Context: an optimization exercise on an open-source flow, tuned for small area and a short achievable clock period. The choices shown serve that exercise and are no tape-out recipe.
Where RTL was checked, it was by simulation tests only, not by an equivalence proof against the original.
The flow treats the clock pin as an ideal source, which a real chip does not have.
Power figures rest on the tool's default switching activity, not on a simulated workload.

run a:
==> flow/design.v <==
module fifo29(
    input Clk,
    input [31:0] dataIn,
    input RD,
    input WR,
    input EN,
    input Rst,
    output reg [31:0] dataOut,
    output reg EMPTY,
    output reg FULL
);
reg [31:0] FIFO [7:0];
reg [7:0] rdPtr, wrPtr;
reg notEmpty, notFull;
reg [7:0] rdOk, wrOk;
wire act = EN && !Rst;
wire rdGo = act && RD && notEmpty;
wire wrGo = act && WR && notFull;
wire [7:0] rdPtrInc = {rdPtr[6:0], rdPtr[7]};
wire [7:0] wrPtrInc = {wrPtr[6:0], wrPtr[7]};
wire lastWord = |(rdPtrInc & wrPtr);
wire lastSlot = |(wrPtrInc & rdPtr);
wire hold = !EN;
wire clear = EN && Rst;
wire [7:0] rdStep = rdGo ? rdPtrInc : rdPtr;
wire [7:0] wrStep = wrGo ? wrPtrInc : wrPtr;
wire emptyStep = (rdGo && !wrGo) ? lastWord : (wrGo ? 1'b0 : !notEmpty);
wire fullStep = (wrGo && !rdGo) ? lastSlot : (rdGo ? 1'b0 : !notFull);
wire emptyNext = (act & emptyStep) | clear | (hold & !notEmpty);
wire fullNext = (act & fullStep) | (hold & !notFull);
wire [7:0] rdPtrNext = ({8{act}} & rdStep) | ({8{hold}} & rdPtr) | {7'd0, clear};
wire [7:0] wrPtrNext = ({8{act}} & wrStep) | ({8{hold}} & wrPtr) | {7'd0, clear};
always @(posedge Clk) begin
    rdPtr <= rdPtrNext;
    rdOk <= rdPtrNext & {8{!emptyNext}};
    wrPtr <= wrPtrNext;
    wrOk <= wrPtrNext & {8{!fullNext}};
    notEmpty <= !emptyNext;
    notFull <= !fullNext;
    EMPTY <= emptyNext;
    FULL <= fullNext;
end
wire [7:0] wrSlot = wrOk;
wire [7:0] rdSlot = rdOk;
wire [31:0] wrEn [7:0];
wire [31:0] rdSel [7:0];
wire [31:0] rdHold;
genvar g, c;
generate
    for (c = 0; c < 2; c = c + 1) begin : gLane
        for (g = 0; g < 8; g = g + 1) begin : gWord
            fifo29_gate4 gw (.en(EN), .req(WR), .rst(Rst), .ok(wrSlot[g]), .y(wrEn[g][16*c]));
            fifo29_gate4 gr (.en(EN), .req(RD), .rst(Rst), .ok(rdSlot[g]), .y(rdSel[g][16*c]));
            assign wrEn[g][16*c+15:16*c+1] = {15{wrEn[g][16*c]}};
            assign rdSel[g][16*c+15:16*c+1] = {15{rdSel[g][16*c]}};
        end
        fifo29_nand4 gh (.en(EN), .req(RD), .rst(Rst), .ok(notEmpty), .y(rdHold[16*c]));
        assign rdHold[16*c+15:16*c+1] = {15{rdHold[16*c]}};
    end
endgenerate
integer i, b;
always @(posedge Clk) begin
    for (i = 0; i < 8; i = i + 1)
        for (b = 0; b < 32; b = b + 1)
            if (wrEn[i][b])
                FIFO[i][b] <= dataIn[b];
end
wire [31:0] rdData;
genvar k;
generate
    for (k = 0; k < 32; k = k + 1) begin : gBit
        wire n0, n1, n2;
        fifo29_aoi222 g0 (.a0(FIFO[0][k]), .s0(rdSel[0][k]), .a1(FIFO[1][k]), .s1(rdSel[1][k]), .a2(FIFO[2][k]), .s2(rdSel[2][k]), .y(n0));
        fifo29_aoi222 g1 (.a0(FIFO[3][k]), .s0(rdSel[3][k]), .a1(FIFO[4][k]), .s1(rdSel[4][k]), .a2(FIFO[5][k]), .s2(rdSel[5][k]), .y(n1));
        fifo29_aoi222 g2 (.a0(FIFO[6][k]), .s0(rdSel[6][k]), .a1(FIFO[7][k]), .s1(rdSel[7][k]), .a2(dataOut[k]), .s2(rdHold[k]), .y(n2));
        assign rdData[k] = ~(n0 & n1 & n2);
    end
endgenerate
always @(posedge Clk)
    dataOut <= rdData;
endmodule
module fifo29_aoi222(
    input a0, s0, a1, s1, a2, s2,
    output y
);
assign y = ~((a0 & s0) | (a1 & s1) | (a2 & s2));
endmodule
module fifo29_gate4(
    input en, req, rst, ok,
    output y
);
assign y = en & req & !rst & ok;
endmodule
module fifo29_nand4(
    input en, req, rst, ok,
    output y
);
assign y = !(en & req & !rst & ok);
endmodule
Settings: LEC_CHECK=0, CAP_MARGIN=20, CORE_MARGIN=2, CORE_UTILIZATION=55, SETUP_SLACK_MARGIN=1.5, SLEW_MARGIN=20, SYNTH_HIERARCHICAL=1, SYNTH_MINIMUM_KEEP_SIZE=0, TNS_END_PERCENT=0; clock period 3.0 ns.
standard.sh (not shown) runs the stock make flow with config.mk's settings and CLKGATE_MAP_FILE= SYNTH_SCRIPT=/design/flow/synth_recipe.tcl, a recipe that flattens the netlist after the stock synthesis.
==> flow/flow/run.sh <==
#!/bin/bash
# The standard layout (standard.sh), with two changes:
#  - plain buffers (buf_2) instead of delay buffers on the ports;
#  - a hand-built two-level clock tree, made by flow/pre_cts.tcl before CTS.
# ORFS's own logs stay under orfs/logs; make's output goes to flow.log.
set -euo pipefail
here=$(pwd)
bash standard.sh "BUFFER_PORTS_ARGS=-buffer_cell sky130_fd_sc_hd__buf_2" \
  "PRE_CTS_TCL=$here/flow/pre_cts.tcl" finish > flow.log 2>&1
Other scripts of this flow, unchanged in this note and not shown: flow/flow/mtree.tcl, flow/flow/pre_cts.tcl
## Diff of input files: run b against run a
-- flow/design.v --
<<< run a, line 13
reg [7:0] rdPtr, wrPtr;
reg notEmpty, notFull;
reg [7:0] rdOk, wrOk;
wire act = EN && !Rst;
wire rdGo = act && RD && notEmpty;
>>> run b, line 13
reg [7:0] rdPtr, wrPtr;
reg notEmpty, notFull;
reg [7:0] rdOk;
wire act = EN && !Rst;
wire rdGo = act && RD && notEmpty;
<<< run a, line 30
wire fullNext = (act & fullStep) | (hold & !notFull);
wire [7:0] rdPtrNext = ({8{act}} & rdStep) | ({8{hold}} & rdPtr) | {7'd0, clear};
wire [7:0] wrPtrNext = ({8{act}} & wrStep) | ({8{hold}} & wrPtr) | {7'd0, clear};
always @(posedge Clk) begin
    rdPtr <= rdPtrNext;
    rdOk <= rdPtrNext & {8{!emptyNext}};
    wrPtr <= wrPtrNext;
    wrOk <= wrPtrNext & {8{!fullNext}};
    notEmpty <= !emptyNext;
    notFull <= !fullNext;
>>> run b, line 30
wire fullNext = (act & fullStep) | (hold & !notFull);
wire [7:0] rdPtrNext = ({8{act}} & rdStep) | ({8{hold}} & rdPtr) | {7'd0, clear};
always @(posedge Clk) begin
    rdPtr <= rdPtrNext;
    rdOk <= rdPtrNext & {8{!emptyNext}};
    wrPtr <= ({8{act}} & wrStep) | ({8{hold}} & wrPtr) | {7'd0, clear};
    notEmpty <= !emptyNext;
    notFull <= !fullNext;
<<< run a, line 41
    FULL <= fullNext;
end
wire [7:0] wrSlot = wrOk;
wire [7:0] rdSlot = rdOk;
wire [31:0] wrEn [7:0];
>>> run b, line 39
    FULL <= fullNext;
end
wire [7:0] wrSlot = {8{notFull}} & wrPtr;
wire [7:0] rdSlot = rdOk;
wire [31:0] wrEn [7:0];
==> notes.md <==
Comparing run a and run b, the lower die area was measured on run b.
The higher combinational share of power of run a and run b is in run a.
Compared with run a, run b shows a combined flip-flop and latch cell area that is 160 µm² lower.
Run a has lower first-iteration DRC count than run b.
Looking at utilization, run b sits 0.47 points below run a.
In the reports for run a and run b, the larger routed length on met3 belongs to run a.
Met2 usage in global routing (run b over run a): decrease, 0.58 points
The lower final instance area came out of run b.
In run b the average cell area after synthesis turned out 0.28 µm² higher than in run a.
Diff run a -> run b | final non-filler cell total | down by a few percent
Run b has fewer flip-flops than run a.
Clock share of power, run a and run b, higher one = run b.
Run b ended up with a lower area after synthesis than run a did.
For run a, only the layout was checked, not whether the RTL still works.

-- what the ideal ports hide --
Ports are ideal in the flow. The routed layouts listed here were re-timed in OpenROAD. Step 1: set_driving_cell puts a clkbuf_16 on Clk and a buf_2 on each other input, an assumption about the parent block. Step 2 times the ports against the registers' clock, not the clock port: input delays grow and output delays shrink by t, the midpoint of the rising clock arrivals with the driver on. Slacks: ideal ports / drivers / drivers and shift; pairs: ideal ports / drivers.
run	t, ns	slack for setup (ns)	worst setup path at the end
run a	0.410	1.383 / 1.413 / 1.003	input to register
run b	0.399	1.506 / 1.449 / 1.118	input to register
After both steps setup and hold are still met in every run listed. The setup slack of run b, which loses most, moves by -0.057 ns with the drivers and by -0.388 ns with both steps.
